This design comes from an exercise in tuning for small area on the open sky130 flow, not from production work. RTL that was checked went through simulation tests only; none was proved equivalent to the original. For runs 1 and 2, only the layout was checked, not whether the RTL still works. No activity file was given, so power comes from the tool's default toggle rates.

**config.mk**
```make
export PLATFORM = sky130hd
export DESIGN_NAME = missile_predictor_fpga
export DESIGN_NICKNAME = missile_predictor_fpga
export VERILOG_FILES = /design/flow/design.v
export SDC_FILE = /design/flow/constraint.sdc
export NUM_CORES = 4
export LEC_CHECK = 0
export ABC_AREA = 1
export CAP_MARGIN = 20
export CORE_MARGIN = 2
export CORE_UTILIZATION = 60
export CTS_BUF_LIST = sky130_fd_sc_hd__clkbuf_2 sky130_fd_sc_hd__clkbuf_4
export CTS_CLUSTER_SIZE = 30
export SLEW_MARGIN = 20
```
**constraint.sdc**
```tcl
create_clock -name core_clock -period 20.0 [get_ports {clk50mhz}]
set_input_delay 4.0000 -clock core_clock [delete_from_list [all_inputs] [get_ports {clk50mhz}]]
set_output_delay 4.0000 -clock core_clock [all_outputs]
set_load 0.01 [all_outputs]
```
**design.v**
```verilog
module missile_predictor_fpga(
    input clk50mhz,
    input rst,
    input uart_rx,
    output reg servo_pwm_out_x,
    output reg servo_pwm_out_y
);
    reg [12:0] baud;
    reg [3:0]  bit_cnt;
    reg        byte_state;      
    reg        diff;            
    reg [7:0]  last_x;
    reg [7:0]  uart_y;
    wire rx_idle = bit_cnt[3] & bit_cnt[1];
    wire done    = rx_idle & ~bit_cnt[0];
    wire tick    = ~rx_idle & (&baud);
    wire shift   = tick & ~bit_cnt[3];
    always @(posedge clk50mhz) begin
        if (rx_idle)
            baud <= 13'h1b8b;
        else if (&baud)
            baud <= 13'h08ea;
        else
            baud <= {baud[11:0], baud[12] ^ baud[11] ^ baud[10] ^ baud[7]};
    end
    always @(posedge clk50mhz) begin
        if (rst)
            bit_cnt <= 4'd15;
        else if (rx_idle)
            bit_cnt <= uart_rx ? 4'd15 : 4'd0;
        else if (&baud)
            bit_cnt <= bit_cnt + 4'd1;
    end
    reg [4:0] cnt;
    wire x_done  = done & ~byte_state;
    wire cnt_hi  = cnt[4] & (cnt[3] | cnt[2]);           
    wire cnt_end = cnt[4] & cnt[3] & cnt[2] & cnt[1];    
    wire predict = x_done & cnt_end;
    wire pop     = x_done & diff & cnt_hi & ~cnt_end;
    wire win     = byte_state & ((bit_cnt == 4'd0) | (bit_cnt == 4'd15));
    wire old_bit = byte_state ? uart_y[0] : last_x[0];
    always @(posedge clk50mhz) begin
        if (rst) begin
            byte_state <= 1'b0;
            diff <= 1'b0;
            last_x <= 8'd128;
            uart_y <= 8'd128;
            cnt <= 5'd0;
        end else begin
            if (done)
                byte_state <= ~byte_state;
            if (shift)
                diff <= (diff & ~(byte_state & (bit_cnt[2:0] == 3'd0))) | (old_bit ^ uart_rx);
            if (shift & ~byte_state)
                last_x <= {uart_rx, last_x[7:1]};
            if (shift & byte_state)
                uart_y <= {uart_rx, uart_y[7:1]};
            if (x_done) begin
                if (cnt_end)
                    cnt <= {4'd0, diff};
                else if (cnt_hi | diff)
                    cnt <= cnt + 5'd1;
            end
        end
    end
    reg [7:0] ring_x [0:10];
    reg [7:0] ring_y [0:10];
    reg [3:0] slot;
    integer i;
    always @(posedge clk50mhz) begin
        if (rst)
            slot <= 4'd0;
        else if (!pop)
            slot <= (slot == 4'd10) ? 4'd0 : slot + 4'd1;
    end
    wire wr = win & ({1'b0, slot} + 5'd1 == cnt);
    always @(posedge clk50mhz) begin
        for (i = 0; i < 10; i = i + 1) begin
            ring_x[i] <= ring_x[i+1];
            ring_y[i] <= ring_y[i+1];
        end
        ring_x[10] <= wr ? last_x : ring_x[0];
        ring_y[10] <= wr ? uart_y : ring_y[0];
    end
    function [7:0] extrap(input [7:0] h19, input [7:0] h0);
        reg [8:0] d, v, p;
        begin
            d = {1'b0, h19} - {1'b0, h0};
            v = {{4{d[8]}}, d[8:4]};
            p = {1'b0, h19} + {v[5:0], 3'b000} + {v[7:0], 1'b0};
            extrap = p[7:0] & {8{~p[8]}};
        end
    endfunction
    reg [7:0] pred_x, pred_y;
    always @(posedge clk50mhz) begin
        if (win & (slot == 4'd0)) begin
            pred_x <= extrap(last_x, ring_x[0]);
            pred_y <= extrap(uart_y, ring_y[0]);
        end
    end
    reg [7:0] x_pos, y_pos;
    always @(posedge clk50mhz) begin
        if (rst) begin
            x_pos <= 8'd128;
            y_pos <= 8'd128;
        end else if (predict) begin
            x_pos <= pred_x;
            y_pos <= pred_y;
        end
    end
    reg [8:0]  pr;
    reg [11:0] pq;
    wire pr_end = &(pr | ~9'd293);
    wire pq_end = &(pq | ~12'd3316) & ~pq[8];
    wire pq_neg = &pq[11:8];
    always @(posedge clk50mhz) begin
        if (rst | (pq_end & pr_end)) begin
            pr <= 9'd188;
            pq <= 12'd4011;
        end else if (pr_end) begin
            pr <= 9'd0;
            pq <= pq + 12'd1;
        end else
            pr <= pr + 9'd1;
    end
    wire [8:0] ky = {1'b0, y_pos} + 9'd85;
    always @(posedge clk50mhz) begin
        if (rst) begin
            servo_pwm_out_x <= 1'b0;
            servo_pwm_out_y <= 1'b0;
        end else begin
            servo_pwm_out_x <= pq_neg | ({pq, pr >= 9'd198} < {4'b0000, x_pos, 1'b1});
            servo_pwm_out_y <= pq_neg | ({pq, pr >= 9'd208} < {3'b000, ky, 1'b1});
        end
    end
endmodule
```
**run.sh**
```bash
#!/bin/bash
# synth_recipe.tcl (not shown) runs the flow's synth.tcl, then flattens the netlist and writes it again
# the make line also repeats each setting of config.mk as NAME=value (left out here)
make -C /OpenROAD-flow-scripts/flow DESIGN_CONFIG=/design/flow/config.mk WORK_HOME=/design/flow/orfs CLKGATE_MAP_FILE= SYNTH_SCRIPT=/design/flow/synth_recipe.tcl finish
```
==> results of run 1 <==
layer usage:
layer  vias to the layer above  GRT usage, %
li1                       3524             -
met1                      2974          27.2
met2                       117          30.5
met3                        45          5.15
met4                         0          10.4
met5                         -             0
through the flow:
step	hold WS, ns	utilization [%]
final	0.310	68.2
after global routing	0.318	68.2
after CTS	0.308	68.2
after detailed placement	0.312	63.2
after global placement	0.310	63.2
after floorplan	0.310	-
registers in the layout (all words and copies together) (netlist names), 5 cells and up:
name / count
y_pos: 8
pq: 12
pred_x: 8
last_x: 8
baud: 13
ring_x: 88
uart_y: 8
pr: 9
ring_y: 88
x_pos: 8
pred_y: 8
cnt: 5
layout by cell type, fill, tap and decap left out, drive strengths merged:
master / netlist / layout
bufinv: 0 / 1
nor2: 100 / 100
o221ai: 1 / 1
clkinv: 1 / 13
inv: 138 / 141
fa: 6 / 6
a31oi: 5 / 5
ha: 61 / 61
clkinvlp: 0 / 1
or2: 4 / 4
diode: 0 / 1
o21bai: 6 / 6
o31ai: 1 / 1
clkdlybuf4s50: 0 / 4
a211oi: 2 / 2
a21o: 2 / 2
o211ai: 7 / 7
nor3b: 1 / 1
dfxtp: 259 / 259
nand2: 187 / 187
nand4: 10 / 10
xor2: 24 / 24
clkbuf: 8 / 92
nand3: 63 / 63
nor4: 1 / 1
o21a: 1 / 1
edfxtp: 16 / 16
xnor2: 15 / 15
nor3: 16 / 16
a21oi: 51 / 51
buf: 4 / 2
o21ai: 57 / 57
cell families after synthesis:
group	after synthesis	share of synthesized area, %
compound gates	133	7.38
xor+xnor	39	3.49
fa+ha+maj	67	9.02
buf+inv	151	5.86
flops	275	57.8
simple gates	382	16.4
power groups by stage:
stage / logic, mW / clock network [mW] / registers [mW]
detailed placement: 0.0585 / 0 / 0.594
floorplan: 0.0473 / 0 / 0.591
CTS: 0.0587 / 0.451 / 0.582
global route: 0.0685 / 0.478 / 0.584
global placement: 0.0579 / 0 / 0.594
finish: 0.0579 / 0.435 / 0.582
cell type report:
cell class,instances,share of cell area (%)
well taps,216,2.48
clock inverters,17,1.06
multi-input cells,621,32.7
flip-flops and latches,275,52.1
clock buffers,92,6.35
repair buffers,6,0.506
diodes,1,0.0230
inverters,139,4.80
worst paths after layout:
path              startpoint         endpoint  slack [ns]  depth (start not counted)
min reg2reg     ring_x[3][0]     ring_x[2][0]        0.31                          0
min             ring_x[3][0]     ring_x[2][0]        0.31                          0
max reg2reg        last_x[5]        pred_x[7]       16.56                         19
max          servo_pwm_out_x  servo_pwm_out_x       14.51                          1
==> impl_metrics.prom, run 1 <==
# TYPE chip_impl_metric gauge
chip_impl_info{name="synth.area.top_cells",value="sky130_fd_sc_hd__dfxtp_1, sky130_fd_sc_hd__ha_1, sky130_fd_sc_hd__nand2_1"} 1
chip_impl_metric{name="synth.cell_area",unit="um^2"} 9800
chip_impl_info{name="worstSetupStartpointType",value="flop"} 1
chip_impl_metric{name="met3_length",unit="um"} 667
chip_impl_metric{name="track_usage",unit="%"} 20.3
chip_impl_metric{name="synthToLayoutAreaGrowth",unit="%"} 11.0
chip_impl_metric{name="pwr_total",unit="mW"} 1.07
chip_impl_metric{name="synthesis.area_per_instance",unit="um^2"} 9.36
chip_impl_metric{name="ff_latch_area",unit="um^2"} 5670
chip_impl_metric{name="final_antenna_net_count",unit=""} 0
chip_impl_metric{name="die_area",unit="um^2"} 17400
chip_impl_metric{name="global_route.overflow_total",unit=""} 0
chip_impl_metric{name="grt_first_pass_wirelength",unit="mm"} 28.8
chip_impl_metric{name="wl_per_cell",unit="um"} 12.2
chip_impl_metric{name="met1Wirelength",unit="mm"} 8.22
chip_impl_metric{name="post_cts_resize_count",unit=""} 0
chip_impl_info{name="cts-root-buf",value="sky130_fd_sc_hd__clkbuf_4"} 1
chip_impl_info{name="path_cells",value="clkdlybuf4s50_1"} 1
chip_impl_metric{name="place_ws",unit="ns"} 13.95
chip_impl_metric{name="cp_num_buf_inv",unit=""} 1
chip_impl_metric{name="yosysUniqueCellTypes",unit=""} 35
chip_impl_metric{name="die_x",unit="um"} 132
chip_impl_metric{name="synth.yosys.seq_area_share",unit="%"} 57.8
chip_impl_metric{name="cts-htree-levels",unit=""} 3
chip_impl_metric{name="clock_input_transition_at_the_sequential_cells_of_the_worst_setup_and_hold_paths",unit="ns"} 0.07
chip_impl_metric{name="async_flop_share",unit="%"} 0
chip_impl_info{name="synth_top_cell_by_area",value="sky130_fd_sc_hd__dfxtp_1"} 1
chip_impl_metric{name="yosysTopAreaCellShare",unit="%"} 52.9
chip_impl_info{name="worstHoldPathType",value="reg2reg"} 1
chip_impl_metric{name="syn-num-nets",unit=""} 1117
chip_impl_info{name="crit_path_end_kind",value="primary output"} 1
chip_impl_metric{name="detailed_place_hpwl",unit="mm"} 11.3
chip_impl_metric{name="crit_path_max_incr_delay",unit="ns"} 0.52
chip_impl_metric{name="period_needed",unit="ns"} 5.49
chip_impl_metric{name="final.setup.tns",unit="ns"} 0
chip_impl_metric{name="synth_edf_count",unit=""} 16
chip_impl_metric{name="final_slew_viol_count",unit=""} 0
chip_impl_info{name="rsz0062_at_grt",value="false"} 1
chip_impl_metric{name="p_int",unit="mW"} 0.820
chip_impl_metric{name="total_leakage_power",unit="nW"} 4.95
chip_impl_metric{name="max_freq",unit="MHz"} 182
chip_impl_metric{name="worst_setup_slack_final",unit="ns"} 14.51
chip_impl_metric{name="route.final.wire_length",unit="mm"} 16.6
chip_impl_metric{name="fill_cells",unit=""} 1321
chip_impl_metric{name="actual_slew_at_the_worst_max_slew_pin",unit="ns"} 0.911
chip_impl_metric{name="drtIter0Drc",unit=""} 301
chip_impl_metric{name="drt-pass1-iter-count",unit=""} 5
chip_impl_metric{name="placed_cells_incl_taps",unit=""} 1257
chip_impl_info{name="routed.top_layer",value="met4"} 1
chip_impl_metric{name="worstPathMaxFanout",unit=""} 1
chip_impl_metric{name="finClkSkew",unit="ns"} 0.0402
chip_impl_metric{name="clkPwrFrac",unit="%"} 40.5
chip_impl_info{name="crit_family",value="buffers and inverters"} 1
chip_impl_metric{name="detailroute.via_count",unit=""} 6660
chip_impl_metric{name="grt_antenna_before_repair",unit=""} 1
chip_impl_info{name="criticalPathCategory",value="reg2out"} 1
chip_impl_metric{name="core.rowCount",unit=""} 46
chip_impl_metric{name="finalNonFillerCells",unit=""} 1367
chip_impl_metric{name="worst_ep_required_time",unit="ns"} 16.00
chip_impl_metric{name="clk_latency",unit="ns"} 0.66
chip_impl_metric{name="floorplan.io_pins",unit=""} 5
chip_impl_metric{name="route.detailed.vias_per_inst",unit=""} 4.87
chip_impl_info{name="post-synth-top-count-cell",value="sky130_fd_sc_hd__dfxtp_1"} 1
chip_impl_metric{name="die_height",unit="um"} 132
chip_impl_metric{name="power_switching_share",unit="%"} 23.6
chip_impl_metric{name="floorplan.core_area",unit="um^2"} 15900
chip_impl_metric{name="initial_utilization",unit="%"} 61.5
chip_impl_metric{name="gate_count_post_synth",unit=""} 1047
chip_impl_metric{name="power_switching",unit="mW"} 0.254
chip_impl_metric{name="min_period_over_period",unit="%"} 27.5
chip_impl_metric{name="setup_viol",unit=""} 0
chip_impl_metric{name="hold_violations",unit=""} 0
chip_impl_metric{name="postCtsSetupBuffers",unit=""} 0
chip_impl_info{name="synthTopCellsByCount",value="sky130_fd_sc_hd__dfxtp_1, sky130_fd_sc_hd__nand2_1, sky130_fd_sc_hd__inv_1"} 1
chip_impl_info{name="run_status",value="complete, no violations"} 1
chip_impl_metric{name="grt_start_max_net_pins",unit=""} 37
chip_impl_metric{name="place_area",unit="um^2"} 10100
chip_impl_metric{name="multi_input_logic_area",unit="um^2"} 3560
chip_impl_metric{name="power_density",unit="nW/um^2"} 98.8
chip_impl_metric{name="final_layout_size_suffix_gt1_share",unit="%"} 9.83
chip_impl_metric{name="design_area",unit="um^2"} 10900
chip_impl_metric{name="num-nets-final",unit=""} 1179
chip_impl_metric{name="hold_buffers",unit=""} 0
chip_impl_info{name="cts_tree",value="built"} 1
chip_impl_metric{name="ys_seq_elements",unit=""} 275
chip_impl_metric{name="grt_pass1_vias",unit=""} 6259
chip_impl_metric{name="max-vdd-ir-drop",unit="mV"} 0.0834
chip_impl_info{name="critPathSlowestCell",value="sky130_fd_sc_hd__clkdlybuf4s50_1"} 1
chip_impl_metric{name="critical_path_arrival",unit="ns"} 1.49
chip_impl_metric{name="maxCapViolCount",unit=""} 0
chip_impl_metric{name="detailroute.wirelength.met2",unit="mm"} 7.22
chip_impl_metric{name="power.share.combinational",unit="%"} 5.4
chip_impl_metric{name="cts.sinks",unit=""} 275
chip_impl_info{name="yosys_most_used_dff",value="sky130_fd_sc_hd__dfxtp_1"} 1
chip_impl_metric{name="timing.slew.headroom",unit="%"} 39.2
chip_impl_metric{name="numCtsBuffers",unit=""} 66
chip_impl_metric{name="sequentialPowerShare",unit="%"} 54.2
chip_impl_metric{name="routabilityCongestion",unit=""} 0.871
chip_impl_metric{name="synthesis.yosys.warnings",unit=""} 3
chip_impl_metric{name="drcViolationCount",unit=""} 0
chip_impl_metric{name="portBuffers",unit=""} 4
chip_impl_metric{name="clock_path_buffers",unit=""} 3
==> run 2, diff against run 1 <==
--- a/config.mk
+++ b/config.mk
@@ -10,5 +10,4 @@
 export CORE_MARGIN = 2
-export CORE_UTILIZATION = 60
-export CTS_BUF_LIST = sky130_fd_sc_hd__clkbuf_2 sky130_fd_sc_hd__clkbuf_4
-export CTS_CLUSTER_SIZE = 30
+export CORE_UTILIZATION = 40
+export CTS_BUF_LIST = sky130_fd_sc_hd__clkbuf_4
 export SLEW_MARGIN = 20
==> run 2 against run 1 <==
Net effect:
- still clean
- setup slack got worse by 0.0066 ns
- sequential power hardly changed
- design area rose by 2.1%
- sequential share of layout area shrank 1.1 points
- die area grew 48%
- hold slack lost 0.012 ns
- fmax down 0.12%
- first-iteration DRC count rose by 3.0%
- critical endpoint is now bit_cnt[2]
- largest cell class unchanged
- largest power group unchanged
- highest routed layer unchanged
==> impl_metrics.prom, run 2 <==
# TYPE chip_impl_metric gauge
chip_impl_metric{name="wl_per_cell",unit="um"} 11.2
chip_impl_metric{name="clk_latency",unit="ns"} 0.66
chip_impl_metric{name="postCtsSetupBuffers",unit=""} 0
chip_impl_metric{name="hold_buffers",unit=""} 0
chip_impl_metric{name="async_flop_share",unit="%"} 0
chip_impl_metric{name="post-route-util",unit="%"} 45.9
chip_impl_metric{name="critical_path_arrival",unit="ns"} 6.01
chip_impl_info{name="yosys_most_used_dff",value="sky130_fd_sc_hd__dfxtp_1"} 1
chip_impl_metric{name="post_cts_resize_count",unit=""} 0
chip_impl_metric{name="synth.cell_area",unit="um^2"} 9800
chip_impl_metric{name="grt_pass1_vias",unit=""} 6351
chip_impl_metric{name="synth_edf_count",unit=""} 16
chip_impl_metric{name="gate_count_post_synth",unit=""} 1047
chip_impl_metric{name="min_period_over_period",unit="%"} 27.5
chip_impl_info{name="rsz0062_at_grt",value="false"} 1
chip_impl_metric{name="num-nets-final",unit=""} 1183
chip_impl_info{name="post-synth-top-count-cell",value="sky130_fd_sc_hd__dfxtp_1"} 1
chip_impl_metric{name="total_leakage_power",unit="nW"} 5.01
chip_impl_metric{name="yosysUniqueCellTypes",unit=""} 35
chip_impl_info{name="mostFrequentLayoutCell",value="sky130_fd_sc_hd__dfxtp_1"} 1
chip_impl_metric{name="maxCapViolCount",unit=""} 0
chip_impl_info{name="final_cell_mix",value="sky130_fd_sc_hd__dfxtp_1, sky130_fd_sc_hd__nand2_1, sky130_fd_sc_hd__inv_1"} 1
chip_impl_metric{name="track_usage",unit="%"} 13.5
chip_impl_info{name="synthTopCellsByCount",value="sky130_fd_sc_hd__dfxtp_1, sky130_fd_sc_hd__nand2_1, sky130_fd_sc_hd__inv_1"} 1
chip_impl_metric{name="clock_path_buffers",unit=""} 3
chip_impl_metric{name="ys_seq_elements",unit=""} 275
chip_impl_metric{name="portBuffers",unit=""} 4
chip_impl_metric{name="die_x",unit="um"} 161
chip_impl_metric{name="final_antenna_net_count",unit=""} 0
chip_impl_metric{name="numCtsBuffers",unit=""} 69
chip_impl_metric{name="die_height",unit="um"} 161
chip_impl_metric{name="finClkSkew",unit="ns"} 0.0335
chip_impl_metric{name="core.rowCount",unit=""} 57
chip_impl_metric{name="detailed_place_hpwl",unit="mm"} 11.3
chip_impl_metric{name="syn-num-nets",unit=""} 1117
chip_impl_metric{name="floorplan.io_pins",unit=""} 5
chip_impl_info{name="synth.area.top_cells",value="sky130_fd_sc_hd__dfxtp_1, sky130_fd_sc_hd__ha_1, sky130_fd_sc_hd__nand2_1"} 1
chip_impl_metric{name="final.setup.tns",unit="ns"} 0
chip_impl_metric{name="grt_start_max_net_pins",unit=""} 37
chip_impl_metric{name="period_needed",unit="ns"} 5.50
chip_impl_metric{name="drt-pass1-iter-count",unit=""} 5
chip_impl_metric{name="die_area",unit="um^2"} 25800
chip_impl_metric{name="worstPathMaxFanout",unit=""} 36
chip_impl_metric{name="cts-htree-levels",unit=""} 3
chip_impl_metric{name="synthesis.yosys.warnings",unit=""} 3
chip_impl_info{name="worstHoldPathType",value="reg2reg"} 1
chip_impl_metric{name="timing.slew.headroom",unit="%"} 34.8
chip_impl_metric{name="max-vdd-ir-drop",unit="mV"} 0.0547
chip_impl_metric{name="drtIter0Drc",unit=""} 310
chip_impl_metric{name="ff_latch_area",unit="um^2"} 5670
chip_impl_info{name="top_regs",value="ring_x: 88 flops, ring_y: 88 flops, baud: 13 flops"} 1
chip_impl_metric{name="final_layout_size_suffix_gt1_share",unit="%"} 10.6
chip_impl_metric{name="cts.sinks",unit=""} 275
chip_impl_info{name="cts-root-buf",value="sky130_fd_sc_hd__clkbuf_4"} 1
chip_impl_metric{name="synthToLayoutAreaGrowth",unit="%"} 13.4
chip_impl_metric{name="synthesis.area_per_instance",unit="um^2"} 9.36
chip_impl_metric{name="actual_slew_at_the_worst_max_slew_pin",unit="ns"} 0.978
chip_impl_metric{name="pwr_total",unit="mW"} 1.10
chip_impl_metric{name="worst_ep_required_time",unit="ns"} 20.51
chip_impl_metric{name="floorplan.core_area",unit="um^2"} 24200
chip_impl_metric{name="initial_utilization",unit="%"} 40.5
chip_impl_metric{name="setup_viol",unit=""} 0
chip_impl_info{name="worstSetupStartpointType",value="primary input"} 1
chip_impl_metric{name="clock_input_transition_at_the_sequential_cells_of_the_worst_setup_and_hold_paths",unit="ns"} 0.06
chip_impl_metric{name="multi_input_logic_area",unit="um^2"} 3560
chip_impl_info{name="run_status",value="complete, no violations"} 1
chip_impl_info{name="crit_path_end_kind",value="flop"} 1
chip_impl_metric{name="fill_cells",unit=""} 2337
chip_impl_metric{name="synth.yosys.seq_area_share",unit="%"} 57.8
chip_impl_metric{name="power_density",unit="nW/um^2"} 99.3
chip_impl_metric{name="yosysTopAreaCellShare",unit="%"} 52.9
chip_impl_metric{name="max_freq",unit="MHz"} 182
chip_impl_metric{name="route.detailed.vias_per_inst",unit=""} 4.46
chip_impl_info{name="cts_tree",value="built"} 1
chip_impl_info{name="criticalPathCategory",value="in2reg"} 1
chip_impl_metric{name="detailroute.via_count",unit=""} 6642
chip_impl_metric{name="hold_violations",unit=""} 0
chip_impl_metric{name="drcViolationCount",unit=""} 0
chip_impl_metric{name="grt_antenna_before_repair",unit=""} 1
chip_impl_metric{name="final_slew_viol_count",unit=""} 0
chip_impl_metric{name="route.final.wire_length",unit="mm"} 16.8
chip_impl_info{name="synth_top_cell_by_area",value="sky130_fd_sc_hd__dfxtp_1"} 1
chip_impl_metric{name="global_route.overflow_total",unit=""} 0
chip_impl_metric{name="grt_first_pass_wirelength",unit="mm"} 28.9
chip_impl_metric{name="routabilityCongestion",unit=""} 0.829
run 2: final cells by class:
type,count,share of cell area [%]
Timing Repair Buffer,7,0.563
Inverter,139,4.70
Tap cell,324,3.65
Antenna cell,1,0.0225
Clock inverter,22,1.27
Sequential cell,275,51.0
Multi-Input combinational cell,621,32.0
Clock buffer,100,6.76
run 2: routing by layer:
metal | vias up | GRT usage [%] | wire [um]
met2 | 88 | 20.0 | 7210
met1 | 2972 | 18.2 | 8580
met5 | - | 0 | 0
met3 | 37 | 3.69 | 555
li1 | 3545 | - | -
met4 | 0 | 7.08 | 406
run 2: cells by family after synthesis:
logic type / synth area share (%)
flops: 57.8
compound gates: 7.38
fa+ha+maj: 9.02
buf+inv: 5.86
simple gates: 16.4
xor+xnor: 3.49
run 2: worst max-delay path, stage by stage:
cell	delay, ns
sky130_fd_sc_hd__clkdlybuf4s50_1	0.69
sky130_fd_sc_hd__inv_1	0.86
sky130_fd_sc_hd__o21ai_0	0.20
sky130_fd_sc_hd__inv_1	0.15
sky130_fd_sc_hd__o211ai_1	0.10
run 2: path summary, 6_finish.rpt:
kind / start / cells after the start / slack (ns) / endpoint
hold reg to reg: ring_y[1][2] / 0 / 0.30 / ring_y[0][2]
setup / recovery: rst / 5 / 14.50 / bit_cnt[2]
hold / removal: ring_y[1][2] / 0 / 0.30 / ring_y[0][2]
setup reg to reg: last_x[5] / 19 / 16.52 / pred_x[7]
run 2: report_power, final:
group	internal, mW	switching, mW
Clock	0.247	0.215
Combinational	0.0227	0.0364
Sequential	0.571	0.0112
Total	0.840	0.263
run 2: metrics by stage:
step | worst slack [ns] | hold slack [ns] | instances | cell area (um^2)
after floorplan | 15.29 | 0.310 | 1047 | 9800
after global placement | 13.87 | 0.310 | 1366 | 10200
after detailed placement | 13.84 | 0.312 | 1366 | 10200
after CTS | 14.46 | 0.304 | 1488 | 11100
after global routing | 14.31 | 0.310 | 1489 | 11100
final | 14.50 | 0.299 | 1489 | 11100
==> run 3, diff against run 2 <==
--- a/design.v
+++ b/design.v
@@ -65,20 +65,27 @@
     end
-    reg [7:0] ring_x [0:10];
-    reg [7:0] ring_y [0:10];
+    reg [7:0] ring [0:21];
     reg [3:0] slot;
+    reg       slot_y;
+    reg       pop_d;
     integer i;
     always @(posedge clk50mhz) begin
-        if (rst)
+        if (rst) begin
             slot <= 4'd0;
-        else if (!pop)
-            slot <= (slot == 4'd10) ? 4'd0 : slot + 4'd1;
+            slot_y <= 1'b0;
+            pop_d <= 1'b0;
+        end else begin
+            pop_d <= pop;
+            if (!(pop | pop_d)) begin
+                slot_y <= ~slot_y;
+                if (slot_y)
+                    slot <= (slot == 4'd10) ? 4'd0 : slot + 4'd1;
+            end
+        end
     end
+    wire [7:0] newest = slot_y ? uart_y : last_x;
     wire wr = win & ({1'b0, slot} + 5'd1 == cnt);
     always @(posedge clk50mhz) begin
-        for (i = 0; i < 10; i = i + 1) begin
-            ring_x[i] <= ring_x[i+1];
-            ring_y[i] <= ring_y[i+1];
-        end
-        ring_x[10] <= wr ? last_x : ring_x[0];
-        ring_y[10] <= wr ? uart_y : ring_y[0];
+        for (i = 0; i < 21; i = i + 1)
+            ring[i] <= ring[i+1];
+        ring[21] <= wr ? newest : ring[0];
     end
@@ -93,8 +100,9 @@
     endfunction
+    wire [7:0] pred = extrap(newest, ring[0]);
     reg [7:0] pred_x, pred_y;
     always @(posedge clk50mhz) begin
-        if (win & (slot == 4'd0)) begin
-            pred_x <= extrap(last_x, ring_x[0]);
-            pred_y <= extrap(uart_y, ring_y[0]);
-        end
+        if (win & (slot == 4'd0) & ~slot_y)
+            pred_x <= pred;
+        if (win & (slot == 4'd0) & slot_y)
+            pred_y <= pred;
     end
--- a/config.mk
+++ b/config.mk
@@ -7,3 +7,2 @@
 export LEC_CHECK = 0
-export ABC_AREA = 1
 export CAP_MARGIN = 20
@@ -11,3 +10,2 @@
 export CORE_UTILIZATION = 40
-export CTS_BUF_LIST = sky130_fd_sc_hd__clkbuf_4
 export SLEW_MARGIN = 20
==> run 3 against run 2 <==
Net effect:
- still clean
- global-route usage down 1.4 points
- register-to-register slack worse by 1.7 ns
- combinational power down 57%
- largest power group unchanged
- design area down 6.3%
- clock skew down 0.026 ns
- critical path type is now reg2out
==> impl_metrics.prom, run 3 <==
# TYPE chip_impl_metric gauge
chip_impl_metric{name="routabilityCongestion",unit=""} 0.764
chip_impl_metric{name="gate_count_post_synth",unit=""} 771
chip_impl_metric{name="track_usage",unit="%"} 12.2
chip_impl_metric{name="drtIter0Drc",unit=""} 218
chip_impl_metric{name="wl_per_cell",unit="um"} 13.0
chip_impl_metric{name="portBuffers",unit=""} 4
chip_impl_metric{name="multi_input_logic_area",unit="um^2"} 3100
chip_impl_metric{name="clock_input_transition_at_the_sequential_cells_of_the_worst_setup_and_hold_paths",unit="ns"} 0.07
chip_impl_metric{name="num-nets-final",unit=""} 838
chip_impl_metric{name="power_density",unit="nW/um^2"} 111
chip_impl_metric{name="place_ws",unit="ns"} 14.46
chip_impl_metric{name="numCtsBuffers",unit=""} 26
chip_impl_metric{name="worst-path-stages",unit=""} 1
chip_impl_info{name="path_cells",value="clkdlybuf4s50_1"} 1
chip_impl_metric{name="initial_utilization",unit="%"} 40.4
chip_impl_metric{name="max-vdd-ir-drop",unit="mV"} 0.0895
chip_impl_info{name="worstHoldPathType",value="reg2reg"} 1
chip_impl_metric{name="clock_path_buffers",unit=""} 3
chip_impl_info{name="startpoint",value="servo_pwm_out_x"} 1
chip_impl_metric{name="drcViolationCount",unit=""} 0
chip_impl_info{name="rsz0062_at_grt",value="false"} 1
chip_impl_metric{name="hold_violations",unit=""} 0
chip_impl_metric{name="hold_buffers",unit=""} 0
chip_impl_info{name="worstSetupStartpointType",value="flop"} 1
chip_impl_metric{name="detailroute.via_count",unit=""} 5110
chip_impl_metric{name="final_antenna_net_count",unit=""} 0
chip_impl_metric{name="cts-htree-levels",unit=""} 1
chip_impl_metric{name="grt_antenna_before_repair",unit=""} 0
chip_impl_info{name="crit_path_end_kind",value="primary output"} 1
chip_impl_metric{name="worstPathMaxFanout",unit=""} 1
chip_impl_metric{name="critical_path_arrival",unit="ns"} 1.35
chip_impl_metric{name="yosysTopAreaCellShare",unit="%"} 57.7
chip_impl_metric{name="insertedDiodeCount",unit=""} 0
chip_impl_metric{name="setup_viol",unit=""} 0
chip_impl_metric{name="die_area",unit="um^2"} 23900
chip_impl_info{name="mostFrequentLayoutCell",value="sky130_fd_sc_hd__dfxtp_1"} 1
chip_impl_metric{name="post-route-util",unit="%"} 46.4
chip_impl_info{name="critPathSlowestCell",value="sky130_fd_sc_hd__clkdlybuf4s50_1"} 1
chip_impl_metric{name="route.final.wire_length",unit="mm"} 14.2
chip_impl_metric{name="max_freq",unit="MHz"} 187
chip_impl_metric{name="worst-r2r-setup-slack",unit="ns"} 14.85
chip_impl_metric{name="hold_ws",unit="ns"} 0.322
chip_impl_metric{name="final_slew_viol_count",unit=""} 0
chip_impl_metric{name="floorplan.io_pins",unit=""} 5
chip_impl_metric{name="clk_latency",unit="ns"} 0.52
chip_impl_info{name="run_status",value="complete, no violations"} 1
chip_impl_info{name="endpoint",value="servo_pwm_out_x"} 1
chip_impl_metric{name="synth.cell_area",unit="um^2"} 9060
chip_impl_metric{name="synth_edf_count",unit=""} 16
chip_impl_info{name="registers.top_by_ff_count",value="ring"} 1
chip_impl_metric{name="global_route.overflow_total",unit=""} 0
chip_impl_metric{name="ff2ff_path_depth",unit=""} 15
chip_impl_metric{name="crit_path_max_incr_delay",unit="ns"} 0.53
chip_impl_metric{name="worst_ep_required_time",unit="ns"} 16.00
chip_impl_metric{name="cts.sinks",unit=""} 277
chip_impl_metric{name="synthesis.yosys.warnings",unit=""} 2
chip_impl_metric{name="synth.yosys.seq_area_share",unit="%"} 63.0
chip_impl_metric{name="finalNonFillerCells",unit=""} 1092
chip_impl_info{name="synthTopCellsByCount",value="sky130_fd_sc_hd__dfxtp_1, sky130_fd_sc_hd__nor2_1, sky130_fd_sc_hd__ha_1, sky130_fd_sc_hd__inv_1, sky130_fd_sc_hd__nand2_1"} 1
chip_impl_metric{name="core.rowCount",unit=""} 55
chip_impl_info{name="top_regs",value="ring: 176 flops, baud: 13 flops, pq: 12 flops"} 1
chip_impl_metric{name="fill_cells",unit=""} 2037
chip_impl_info{name="yosys_most_used_dff",value="sky130_fd_sc_hd__dfxtp_1"} 1
chip_impl_info{name="cts-root-buf",value="sky130_fd_sc_hd__clkbuf_16"} 1
chip_impl_metric{name="actual_slew_at_the_worst_max_slew_pin",unit="ns"} 0.852
chip_impl_metric{name="final.setup.tns",unit="ns"} 0
chip_impl_metric{name="yosysUniqueCellTypes",unit=""} 64
chip_impl_metric{name="drt-pass1-iter-count",unit=""} 4
chip_impl_metric{name="floorplan.core_area",unit="um^2"} 22400
chip_impl_metric{name="die_height",unit="um"} 154
chip_impl_info{name="worstReg2RegEnd",value="pred_x[6]"} 1
chip_impl_metric{name="final_layout_size_suffix_gt1_share",unit="%"} 9.54
chip_impl_metric{name="ff_latch_area",unit="um^2"} 5710
chip_impl_metric{name="largest_register_ffs",unit=""} 176
chip_impl_info{name="post-synth-top-count-cell",value="sky130_fd_sc_hd__dfxtp_1"} 1
chip_impl_metric{name="die_x",unit="um"} 154
chip_impl_metric{name="worst_setup_slack_final",unit="ns"} 14.65
chip_impl_metric{name="placed_cells_incl_taps",unit=""} 1044
chip_impl_metric{name="detailed_place_hpwl",unit="mm"} 9.16
chip_impl_info{name="startpoint_of_the_most_critical_register_to_register_path",value="slot_y"} 1
chip_impl_metric{name="postCtsSetupBuffers",unit=""} 0
chip_impl_info{name="criticalPathCategory",value="reg2out"} 1
chip_impl_metric{name="min_period_over_period",unit="%"} 26.8
chip_impl_metric{name="timing.slew.headroom",unit="%"} 42.5
chip_impl_metric{name="period_needed",unit="ns"} 5.35
chip_impl_info{name="cts_tree",value="built"} 1
chip_impl_metric{name="synthesis.area_per_instance",unit="um^2"} 11.7
chip_impl_metric{name="maxCapViolCount",unit=""} 0
chip_impl_metric{name="synthToLayoutAreaGrowth",unit="%"} 14.9
chip_impl_metric{name="post_cts_resize_count",unit=""} 0
chip_impl_metric{name="finClkSkew",unit="ns"} 0.00738
chip_impl_metric{name="grt_pass1_vias",unit=""} 4988
chip_impl_metric{name="syn-num-nets",unit=""} 822
chip_impl_metric{name="ys_seq_elements",unit=""} 277
chip_impl_metric{name="route.detailed.vias_per_inst",unit=""} 4.68
chip_impl_info{name="final_cell_mix",value="sky130_fd_sc_hd__dfxtp_1, sky130_fd_sc_hd__nor2_1, sky130_fd_sc_hd__inv_1, sky130_fd_sc_hd__ha_1, sky130_fd_sc_hd__nand2_1"} 1
chip_impl_metric{name="cp_num_buf_inv",unit=""} 1
chip_impl_info{name="synth.area.top_cells",value="sky130_fd_sc_hd__dfxtp_1, sky130_fd_sc_hd__ha_1, sky130_fd_sc_hd__edfxtp_1"} 1
chip_impl_metric{name="grt_start_max_net_pins",unit=""} 51
chip_impl_metric{name="async_flop_share",unit="%"} 0
chip_impl_info{name="synth_top_cell_by_area",value="sky130_fd_sc_hd__dfxtp_1"} 1
chip_impl_metric{name="grt_first_pass_wirelength",unit="mm"} 24.3
chip_impl_metric{name="total_leakage_power",unit="nW"} 4.17
chip_impl_metric{name="pwr_total",unit="mW"} 1.15
chip_impl_info{name="crit_family",value="buffers and inverters"} 1
chip_impl_metric{name="design_area",unit="um^2"} 10400
chip_impl_metric{name="place_area",unit="um^2"} 9400
run 3: cells by family (layout without fill, tap and decap cells):
group / count (synthesis) / after routing / synth area share [%]
xor gates and xnor gates: 46 / 46 / 4.45
buffers and inverters: 67 / 103 / 2.85
adders and majority gates: 48 / 48 / 6.88
AOI/OAI and AO/OA: 115 / 115 / 8.16
DFF: 277 / 277 / 63.0
and+or+nand+nor: 176 / 176 / 9.82
muxes: 42 / 42 / 4.85
run 3: worst min-delay path by stage:
stage | startpoint | end | cells past startpoint
2_1_floorplan | ring[1][0] | ring[0][0] | 0
3_3_place_gp | ring[10][5] | ring[9][5] | 0
3_5_place_dp | ring[16][1] | ring[15][1] | 0
4_1_cts | ring[6][7] | ring[5][7] | 0
5_1_grt | ring[6][7] | ring[5][7] | 0
6_report | ring[6][7] | ring[5][7] | 0
run 3: power by group:
group          switching (mW)  internal (mW)
Combinational          0.0141         0.0112
Sequential            0.00821          0.568
Clock                   0.206          0.346
Total                   0.228          0.926
run 3: area by class of cell:
class                      instances  area share (%)
clock buffer                      34            7.31
clock inverter                    14            2.33
inverter                          46            1.66
multi-input combinational        427            29.8
sequential                       277            54.8
tap                              285            3.43
timing repair buffer               9           0.697
run 3: routing by layer:
metal	global-route usage (%)	up-vias	share of wire, %
li1	-	2678	-
met1	16.9	2349	51
met2	19.1	58	43
met3	2.47	25	3.0
met4	4.10	0	3.0
met5	0	-	0
==> run 4, diff against run 3 <==
--- a/config.mk
+++ b/config.mk
@@ -9,3 +9,5 @@
 export CORE_MARGIN = 2
-export CORE_UTILIZATION = 40
+export CORE_UTILIZATION = 60
+export CTS_BUF_LIST = sky130_fd_sc_hd__clkbuf_2 sky130_fd_sc_hd__clkbuf_4
+export CTS_CLUSTER_SIZE = 30
 export SLEW_MARGIN = 20
==> run 4 against run 3 <==
Net effect:
- still clean on timing, DRC and antenna
- clock power shrank 14%
- routed wire length rose by 4.1%
- sequential share of layout area is 1.0 points higher
- critical path depth stayed put
- largest power group unchanged
==> impl_metrics.prom, run 4 <==
# TYPE chip_impl_metric gauge
chip_impl_metric{name="die_area",unit="um^2"} 16100
chip_impl_metric{name="worst-r2r-setup-slack",unit="ns"} 14.80
chip_impl_info{name="crit_family",value="buffers and inverters"} 1
chip_impl_info{name="mostFrequentLayoutCell",value="sky130_fd_sc_hd__dfxtp_1"} 1
chip_impl_metric{name="ff2ff_path_depth",unit=""} 15
chip_impl_metric{name="core.rowCount",unit=""} 44
chip_impl_metric{name="synth.cell_area",unit="um^2"} 9060
chip_impl_metric{name="place_ws",unit="ns"} 14.17
chip_impl_metric{name="pwr_total",unit="mW"} 1.08
chip_impl_info{name="cts-root-buf",value="sky130_fd_sc_hd__clkbuf_4"} 1
chip_impl_metric{name="finClkSkew",unit="ns"} 0.0265
chip_impl_metric{name="drtIter0Drc",unit=""} 241
chip_impl_metric{name="period_needed",unit="ns"} 5.46
chip_impl_info{name="final_cell_mix",value="sky130_fd_sc_hd__dfxtp_1, sky130_fd_sc_hd__clkbuf_4, sky130_fd_sc_hd__nor2_1"} 1
chip_impl_metric{name="detailroute.via_count",unit=""} 5594
chip_impl_metric{name="setup_viol",unit=""} 0
chip_impl_info{name="worstHoldPathType",value="reg2reg"} 1
chip_impl_metric{name="design_area",unit="um^2"} 10200
chip_impl_metric{name="worst_setup_slack_final",unit="ns"} 14.54
chip_impl_metric{name="hold_violations",unit=""} 0
chip_impl_metric{name="min_period_over_period",unit="%"} 27.3
chip_impl_metric{name="grt_first_pass_wirelength",unit="mm"} 26.0
chip_impl_metric{name="timing.slew.headroom",unit="%"} 46.9
chip_impl_metric{name="min_delay_path_depth",unit=""} 0
chip_impl_metric{name="clkPwrFrac",unit="%"} 44.0
chip_impl_metric{name="num-nets-final",unit=""} 880
chip_impl_metric{name="synthToLayoutAreaGrowth",unit="%"} 12.8
chip_impl_metric{name="power_switching_share",unit="%"} 21.5
chip_impl_metric{name="clock_path_buffers",unit=""} 3
chip_impl_metric{name="largest_register_ffs",unit=""} 176
chip_impl_metric{name="max-vdd-ir-drop",unit="mV"} 0.0806
chip_impl_info{name="registers.top_by_ff_count",value="ring"} 1
chip_impl_metric{name="yosysTopAreaCellShare",unit="%"} 57.7
chip_impl_metric{name="gate_count_post_synth",unit=""} 771
chip_impl_metric{name="grt_start_max_net_pins",unit=""} 51
chip_impl_metric{name="post-route-util",unit="%"} 69.7
chip_impl_metric{name="placed_cells_incl_taps",unit=""} 942
chip_impl_metric{name="drt-pass1-iter-count",unit=""} 4
chip_impl_metric{name="synth.yosys.seq_area_share",unit="%"} 63.0
chip_impl_metric{name="maxCapViolCount",unit=""} 0
chip_impl_metric{name="worst_ep_required_time",unit="ns"} 16.00
chip_impl_info{name="criticalPathCategory",value="reg2out"} 1
chip_impl_metric{name="power.share.combinational",unit="%"} 2.4
chip_impl_info{name="yosys_most_used_dff",value="sky130_fd_sc_hd__dfxtp_1"} 1
chip_impl_metric{name="grt_antenna_before_repair",unit=""} 0
chip_impl_metric{name="final_antenna_net_count",unit=""} 0
chip_impl_metric{name="cts.sinks",unit=""} 277
chip_impl_metric{name="portBuffers",unit=""} 4
chip_impl_metric{name="syn-num-nets",unit=""} 822
chip_impl_metric{name="post_cts_resize_count",unit=""} 0
chip_impl_info{name="worstReg2RegEnd",value="pred_y[6]"} 1
chip_impl_metric{name="grt_pass1_vias",unit=""} 5771
chip_impl_metric{name="crit_path_max_incr_delay",unit="ns"} 0.52
chip_impl_info{name="worstHoldEndpoint",value="ring[0][1]"} 1
chip_impl_info{name="post-synth-top-count-cell",value="sky130_fd_sc_hd__dfxtp_1"} 1
chip_impl_info{name="run_status",value="complete, no violations"} 1
chip_impl_metric{name="route.detailed.vias_per_inst",unit=""} 5.24
chip_impl_metric{name="worstPathMaxFanout",unit=""} 1
chip_impl_metric{name="total_leakage_power",unit="nW"} 4.22
chip_impl_info{name="critPathSlowestCell",value="sky130_fd_sc_hd__clkdlybuf4s50_1"} 1
chip_impl_metric{name="cp_num_buf_inv",unit=""} 1
chip_impl_metric{name="detailed_place_hpwl",unit="mm"} 9.55
chip_impl_info{name="synth.area.top_cells",value="sky130_fd_sc_hd__dfxtp_1, sky130_fd_sc_hd__ha_1, sky130_fd_sc_hd__edfxtp_1"} 1
chip_impl_metric{name="ys_seq_elements",unit=""} 277
chip_impl_info{name="synthTopCellsByCount",value="sky130_fd_sc_hd__dfxtp_1, sky130_fd_sc_hd__nor2_1, sky130_fd_sc_hd__ha_1, sky130_fd_sc_hd__inv_1, sky130_fd_sc_hd__nand2_1"} 1
chip_impl_metric{name="cts-htree-levels",unit=""} 3
chip_impl_metric{name="power_switching",unit="mW"} 0.231
chip_impl_info{name="hold_path_startpoint",value="ring[1][1]"} 1
chip_impl_metric{name="sequentialPowerShare",unit="%"} 53.6
chip_impl_info{name="cts_tree",value="built"} 1
chip_impl_metric{name="drcViolationCount",unit=""} 0
chip_impl_info{name="path_cells",value="clkdlybuf4s50_1"} 1
chip_impl_metric{name="hold_buffers",unit=""} 0
chip_impl_metric{name="p_int",unit="mW"} 0.845
chip_impl_info{name="crit_path_end_kind",value="primary output"} 1
chip_impl_metric{name="final_layout_size_suffix_gt1_share",unit="%"} 16.0
chip_impl_metric{name="hold_ws",unit="ns"} 0.316
chip_impl_metric{name="numCtsBuffers",unit=""} 69
chip_impl_info{name="synth_top_cell_by_area",value="sky130_fd_sc_hd__dfxtp_1"} 1
chip_impl_info{name="top_regs",value="ring: 176 flops, baud: 13 flops, pq: 12 flops"} 1
chip_impl_metric{name="floorplan.io_pins",unit=""} 5
chip_impl_metric{name="clock_input_transition_at_the_sequential_cells_of_the_worst_setup_and_hold_paths",unit="ns"} 0.06
chip_impl_metric{name="critical_path_arrival",unit="ns"} 1.46
chip_impl_metric{name="place_area",unit="um^2"} 9280
chip_impl_metric{name="power_density",unit="nW/um^2"} 105
chip_impl_metric{name="route.final.wire_length",unit="mm"} 14.8
chip_impl_metric{name="die_x",unit="um"} 127
chip_impl_metric{name="async_flop_share",unit="%"} 0
chip_impl_metric{name="floorplan.core_area",unit="um^2"} 14600
chip_impl_metric{name="die_height",unit="um"} 127
chip_impl_metric{name="initial_utilization",unit="%"} 61.9
chip_impl_metric{name="synth_edf_count",unit=""} 16
chip_impl_metric{name="track_usage",unit="%"} 19.9
chip_impl_metric{name="final.setup.tns",unit="ns"} 0
chip_impl_info{name="worstSetupStartpointType",value="flop"} 1
chip_impl_metric{name="finalNonFillerCells",unit=""} 1068
chip_impl_metric{name="fill_cells",unit=""} 1024
chip_impl_info{name="startpoint_of_the_most_critical_register_to_register_path",value="slot_y"} 1
chip_impl_info{name="rsz0062_at_grt",value="false"} 1
chip_impl_metric{name="global_route.overflow_total",unit=""} 0
chip_impl_metric{name="postCtsSetupBuffers",unit=""} 0
chip_impl_metric{name="max_freq",unit="MHz"} 183
chip_impl_metric{name="actual_slew_at_the_worst_max_slew_pin",unit="ns"} 0.793
chip_impl_metric{name="final_slew_viol_count",unit=""} 0
chip_impl_metric{name="synthesis.area_per_instance",unit="um^2"} 11.7
chip_impl_metric{name="wl_per_cell",unit="um"} 13.9
chip_impl_metric{name="yosysUniqueCellTypes",unit=""} 64
chip_impl_metric{name="clk_latency",unit="ns"} 0.65
chip_impl_metric{name="routabilityCongestion",unit=""} 0.816
chip_impl_metric{name="synthesis.yosys.warnings",unit=""} 2
==> run 4: cell counts after synthesis <==
No cell type changed its count.
==> run 4: power by group through the flow <==
stage                     logic, mW  clock network [mW]  registers (mW)
after floorplan              0.0211                   0           0.585
after CTS                    0.0260               0.491           0.576
final                        0.0259               0.473           0.576
after global routing         0.0294               0.524           0.577
after global placement       0.0247                   0           0.588
after detailed placement     0.0258                   0           0.588
==> run 4: routing by layer <==
| layer | track usage [%] | up-vias | wire length, um |
|---|---|---|---|
| met5 | 0 | - | 0 |
| met4 | 10.3 | 0 | 292 |
| met3 | 5.53 | 30 | 548 |
| met2 | 30.8 | 93 | 6950 |
| met1 | 25.6 | 2653 | 7040 |
| li1 | - | 2818 | - |
==> run 4: cell families after synthesis <==
group           count (synthesis)  share of synthesized area (%)
simple gates                  176                           9.82
buf+inv                        67                           2.85
xor+xnor                       46                           4.45
flops                         277                           63.0
compound gates                115                           8.16
mux                            42                           4.85
fa+ha+maj                      48                           6.88
==> run 4: worst max-delay path by stage <==
stage / end / cells after the start / slack [ns] / start
finish: servo_pwm_out_y / 1 / 14.54 / servo_pwm_out_y
global route: servo_pwm_out_y / 1 / 14.45 / servo_pwm_out_y
CTS: servo_pwm_out_y / 1 / 14.49 / servo_pwm_out_y
detailed placement: diff / 5 / 14.17 / rst
global placement: diff / 5 / 14.20 / rst
floorplan: cnt[3] / 3 / 15.24 / rst
==> run 4: cell type report <==
type	instances	area (um^2)	share of cell area [%]
tap	184	230	2.25
sequential	277	5710	55.9
timing repair buffer	8	73.8	0.723
antenna	1	2.50	0.0245
multi-input combinational	427	3100	30.4
inverter	46	173	1.69
clock buffer	104	781	7.65
clock inverter	21	145	1.42
==> run 5, diff against run 4 <==
--- a/config.mk
+++ b/config.mk
@@ -10,3 +10,4 @@
 export CORE_UTILIZATION = 60
-export CTS_BUF_LIST = sky130_fd_sc_hd__clkbuf_2 sky130_fd_sc_hd__clkbuf_4
+export CTS_BUF_LIST = sky130_fd_sc_hd__clkbuf_8 sky130_fd_sc_hd__clkbuf_16
+export CTS_CLUSTER_DIAMETER = 80
 export CTS_CLUSTER_SIZE = 30
==> run 5 against run 4 <==
Net effect:
- first-iteration DRC count is 9.1% higher
- clock-buffer cell count decreased by 89
- utilization fell by 3.3 points
- setup slack gained 0.14 ns
- sequential power about the same
- final cell count is 9.7% lower
- critical path depth unchanged
- critical path type unchanged
- critical endpoint unchanged
- highest routed layer unchanged
==> impl_metrics.prom, run 5 <==
# TYPE chip_impl_metric gauge
chip_impl_info{name="registers.top_by_ff_count",value="ring"} 1
chip_impl_metric{name="synthesis.yosys.warnings",unit=""} 2
chip_impl_info{name="synthTopCellsByCount",value="sky130_fd_sc_hd__dfxtp_1, sky130_fd_sc_hd__nor2_1, sky130_fd_sc_hd__ha_1, sky130_fd_sc_hd__inv_1, sky130_fd_sc_hd__nand2_1"} 1
chip_impl_info{name="rsz0062_at_grt",value="false"} 1
chip_impl_info{name="routed.top_layer",value="met4"} 1
chip_impl_metric{name="power_switching_share",unit="%"} 21.3
chip_impl_info{name="cts-root-buf",value="sky130_fd_sc_hd__clkbuf_16"} 1
chip_impl_metric{name="worst-path-stages",unit=""} 1
chip_impl_metric{name="drcViolationCount",unit=""} 0
chip_impl_metric{name="met1Wirelength",unit="mm"} 6.98
chip_impl_info{name="cts_tree",value="built"} 1
chip_impl_metric{name="die_area",unit="um^2"} 16100
chip_impl_info{name="yosys_most_used_dff",value="sky130_fd_sc_hd__dfxtp_1"} 1
chip_impl_metric{name="clk_latency",unit="ns"} 0.47
chip_impl_metric{name="cp_num_buf_inv",unit=""} 1
chip_impl_metric{name="hold_buffers",unit=""} 0
chip_impl_metric{name="crit_path_max_incr_delay",unit="ns"} 0.52
chip_impl_metric{name="grt_pass1_vias",unit=""} 5203
chip_impl_metric{name="ff_latch_area",unit="um^2"} 5710
chip_impl_info{name="startpoint",value="servo_pwm_out_y"} 1
chip_impl_metric{name="grt_first_pass_wirelength",unit="mm"} 24.6
chip_impl_metric{name="postCtsSetupBuffers",unit=""} 0
chip_impl_metric{name="syn-num-nets",unit=""} 822
chip_impl_metric{name="floorplan.io_pins",unit=""} 5
chip_impl_metric{name="grt_start_max_net_pins",unit=""} 51
chip_impl_metric{name="min_period_over_period",unit="%"} 26.6
chip_impl_metric{name="route.final.wire_length",unit="mm"} 14.2
chip_impl_info{name="worstReg2RegEnd",value="pred_y[6]"} 1
chip_impl_metric{name="critical_path_arrival",unit="ns"} 1.32
chip_impl_metric{name="yosysUniqueCellTypes",unit=""} 64
chip_impl_info{name="path_cells",value="clkdlybuf4s50_1"} 1
chip_impl_metric{name="period_needed",unit="ns"} 5.32
chip_impl_metric{name="max_freq",unit="MHz"} 188
chip_impl_metric{name="synth.cell_area",unit="um^2"} 9060
chip_impl_info{name="top_regs",value="ring: 176 flops, baud: 13 flops, pq: 12 flops"} 1
chip_impl_metric{name="detailroute.via_count",unit=""} 5226
chip_impl_metric{name="ff2ff_path_depth",unit=""} 15
chip_impl_metric{name="timing.slew.headroom",unit="%"} 46.3
chip_impl_metric{name="hold_ws",unit="ns"} 0.318
chip_impl_info{name="run_status",value="complete, no violations"} 1
chip_impl_info{name="criticalPathCategory",value="reg2out"} 1
chip_impl_info{name="synth.area.top_cells",value="sky130_fd_sc_hd__dfxtp_1, sky130_fd_sc_hd__ha_1, sky130_fd_sc_hd__edfxtp_1"} 1
chip_impl_metric{name="ys_seq_elements",unit=""} 277
chip_impl_metric{name="die_height",unit="um"} 127
chip_impl_metric{name="post_cts_resize_count",unit=""} 0
chip_impl_info{name="startpoint_of_the_most_critical_register_to_register_path",value="slot_y"} 1
chip_impl_metric{name="maxCapViolCount",unit=""} 0
chip_impl_metric{name="async_flop_share",unit="%"} 0
chip_impl_metric{name="met3_length",unit="um"} 417
chip_impl_metric{name="global_route.overflow_total",unit=""} 0
chip_impl_info{name="final_cell_mix",value="sky130_fd_sc_hd__dfxtp_1, sky130_fd_sc_hd__inv_1, sky130_fd_sc_hd__nor2_1"} 1
chip_impl_metric{name="p_int",unit="mW"} 0.721
chip_impl_metric{name="synth_edf_count",unit=""} 16
chip_impl_metric{name="synth.yosys.seq_area_share",unit="%"} 63.0
chip_impl_metric{name="final_layout_size_suffix_gt1_share",unit="%"} 6.28
chip_impl_info{name="worstSetupStartpointType",value="flop"} 1
chip_impl_info{name="endpoint",value="servo_pwm_out_y"} 1
chip_impl_metric{name="core.rowCount",unit=""} 44
chip_impl_metric{name="hold_violations",unit=""} 0
chip_impl_metric{name="detailed_place_hpwl",unit="mm"} 9.55
chip_impl_metric{name="clock_input_transition_at_the_sequential_cells_of_the_worst_setup_and_hold_paths",unit="ns"} 0.11
chip_impl_info{name="critPathSlowestCell",value="sky130_fd_sc_hd__clkdlybuf4s50_1"} 1
chip_impl_metric{name="floorplan.core_area",unit="um^2"} 14600
chip_impl_info{name="crit_family",value="buffers and inverters"} 1
chip_impl_metric{name="num-nets-final",unit=""} 825
chip_impl_metric{name="insertedDiodeCount",unit=""} 0
chip_impl_metric{name="cts.sinks",unit=""} 277
chip_impl_info{name="crit_path_end_kind",value="primary output"} 1
chip_impl_metric{name="portBuffers",unit=""} 4
chip_impl_info{name="worstHoldPathType",value="reg2reg"} 1
chip_impl_metric{name="setup_viol",unit=""} 0
chip_impl_metric{name="die_x",unit="um"} 127
chip_impl_metric{name="max-vdd-ir-drop",unit="mV"} 0.0844
chip_impl_metric{name="synthToLayoutAreaGrowth",unit="%"} 7.40
chip_impl_metric{name="yosysTopAreaCellShare",unit="%"} 57.7
chip_impl_metric{name="worst-r2r-setup-slack",unit="ns"} 14.78
chip_impl_metric{name="route.detailed.vias_per_inst",unit=""} 5.42
chip_impl_info{name="synth_top_cell_by_area",value="sky130_fd_sc_hd__dfxtp_1"} 1
chip_impl_metric{name="track_usage",unit="%"} 18.4
chip_impl_metric{name="sequentialPowerShare",unit="%"} 62.8
chip_impl_metric{name="cts-htree-levels",unit=""} 1
chip_impl_metric{name="power_density",unit="nW/um^2"} 94.3
chip_impl_metric{name="final_slew_viol_count",unit=""} 0
chip_impl_metric{name="synthesis.area_per_instance",unit="um^2"} 11.7
chip_impl_metric{name="fill_cells",unit=""} 1062
chip_impl_metric{name="drtIter0Drc",unit=""} 263
chip_impl_metric{name="clock_path_buffers",unit=""} 3
chip_impl_metric{name="power.share.combinational",unit="%"} 2.8
chip_impl_metric{name="wl_per_cell",unit="um"} 14.7
chip_impl_metric{name="detailroute.wirelength.met2",unit="mm"} 6.51
chip_impl_metric{name="worst_ep_required_time",unit="ns"} 16.00
chip_impl_metric{name="initial_utilization",unit="%"} 61.9
chip_impl_metric{name="final_antenna_net_count",unit=""} 0
chip_impl_metric{name="power_switching",unit="mW"} 0.196
chip_impl_info{name="post-synth-top-count-cell",value="sky130_fd_sc_hd__dfxtp_1"} 1
chip_impl_metric{name="gate_count_post_synth",unit=""} 771
chip_impl_metric{name="final.setup.tns",unit="ns"} 0
chip_impl_metric{name="finClkSkew",unit="ns"} 0.0256
chip_impl_metric{name="routabilityCongestion",unit=""} 0.816
chip_impl_info{name="mostFrequentLayoutCell",value="sky130_fd_sc_hd__dfxtp_1"} 1
chip_impl_metric{name="numCtsBuffers",unit=""} 14
chip_impl_metric{name="multi_input_logic_area",unit="um^2"} 3100
chip_impl_metric{name="worstPathMaxFanout",unit=""} 1
chip_impl_metric{name="actual_slew_at_the_worst_max_slew_pin",unit="ns"} 0.802
chip_impl_metric{name="grt_antenna_before_repair",unit=""} 0
chip_impl_metric{name="total_leakage_power",unit="nW"} 3.90
chip_impl_metric{name="drt-pass1-iter-count",unit=""} 4
chip_impl_metric{name="clkPwrFrac",unit="%"} 34.4
chip_impl_metric{name="largest_register_ffs",unit=""} 176
## run 5: cell types whose count changed in the layout (fill, tap and decap cells not counted), sizes merged
cell and delta:
clkinv -13, diode -1, inv +3, bufinv -2, clkbuf -89, clkinvlp -2
## run 5: cell families after synthesis
family	count (synthesis)	synth area share, %
buffers and inverters	67	2.85
flip-flops	277	63.0
adder cells (fa/ha/maj)	48	6.88
AO/OA/AOI/OAI	115	8.16
AND/OR/NAND/NOR	176	9.82
XOR/XNOR	46	4.45
multiplexers	42	4.85
## run 5: worst min path at each step
stage / startpoint / end / slack, ns / cells after the start
3_5_place_dp: ring[17][0] / ring[16][0] / 0.31 / 0
3_3_place_gp: ring[6][4] / ring[5][4] / 0.31 / 0
4_1_cts: ring[20][3] / ring[19][3] / 0.31 / 0
2_1_floorplan: ring[1][0] / ring[0][0] / 0.31 / 0
6_report: ring[20][3] / ring[19][3] / 0.32 / 0
5_1_grt: ring[20][3] / ring[19][3] / 0.32 / 0
## run 5: area by class of cell
class | count | area share, %
Timing Repair Buffer | 8 | 0.759
Multi-Input combinational cell | 427 | 31.9
Sequential cell | 277 | 58.6
Clock inverter | 7 | 0.707
Inverter | 46 | 1.77
Tap cell | 184 | 2.37
Clock buffer | 15 | 3.86
## run 5: per-stage QoR
step / instance area [um^2] / std cells / power (mW) / util (%) / setup WS [ns]
global route: 9730 / 964 / 0.951 / 66.4 / 14.50
global placement: 9270 / 941 / 0.612 / 63.3 / 14.20
detailed placement: 9280 / 942 / 0.614 / 63.4 / 14.17
finish: 9730 / 964 / 0.917 / 66.4 / 14.68
CTS: 9730 / 964 / 0.926 / 66.4 / 14.67
floorplan: 9060 / 771 / 0.606 / - / 15.24
## run 5: power by group through the flow
stage / sequential [mW] / combinational (mW) / clock, mW
2_1_floorplan: 0.585 / 0.0211 / 0
3_3_place_gp: 0.588 / 0.0247 / 0
3_5_place_dp: 0.588 / 0.0258 / 0
4_1_cts: 0.576 / 0.0260 / 0.324
5_1_grt: 0.578 / 0.0293 / 0.344
6_report: 0.576 / 0.0259 / 0.315
## run 5: per-layer routing
metal / vias up / GRT usage [%]
met3: 27 / 2.70
met1: 2493 / 26.4
met2: 57 / 29.5
met4: 0 / 4.85
li1: 2649 / -
met5: - / 0

port drivers added, routing unchanged:
In the flow no input, the clock included, has a driving cell. The finished layouts below were timed again as built, in two steps. Step 1: set_driving_cell puts a clkbuf_16 on clk50mhz and a buf_2 on each other input, an assumption about the parent block. Step 2, shift: input delay + t, output delay - t, t = (earliest + latest rising clock arrival at the registers) / 2. This alone moves slack from input paths to output paths. Slacks: ideal / step 1 / step 2; pairs: ideal / step 1.
| run | shift t [ns] | setup WS [ns] | pins driven straight from the clock port |
|---|---|---|---|
| run 1 | 0.679 | 14.508 / 14.470 / 13.952 | 1 |
| run 2 | 0.674 | 14.501 / 14.500 / 13.840 | 1 |
| run 3 | 0.563 | 14.649 / 14.605 / 14.501 | 1 |
| run 4 | 0.671 | 14.536 / 14.500 / 14.164 | 1 |
| run 5 | 0.506 | 14.679 / 14.638 / 14.195 | 1 |
After both steps every run listed still meets setup and hold. For run 2, which loses most, drivers alone change the setup slack by -0.001 ns; drivers and shift together by -0.661 ns.
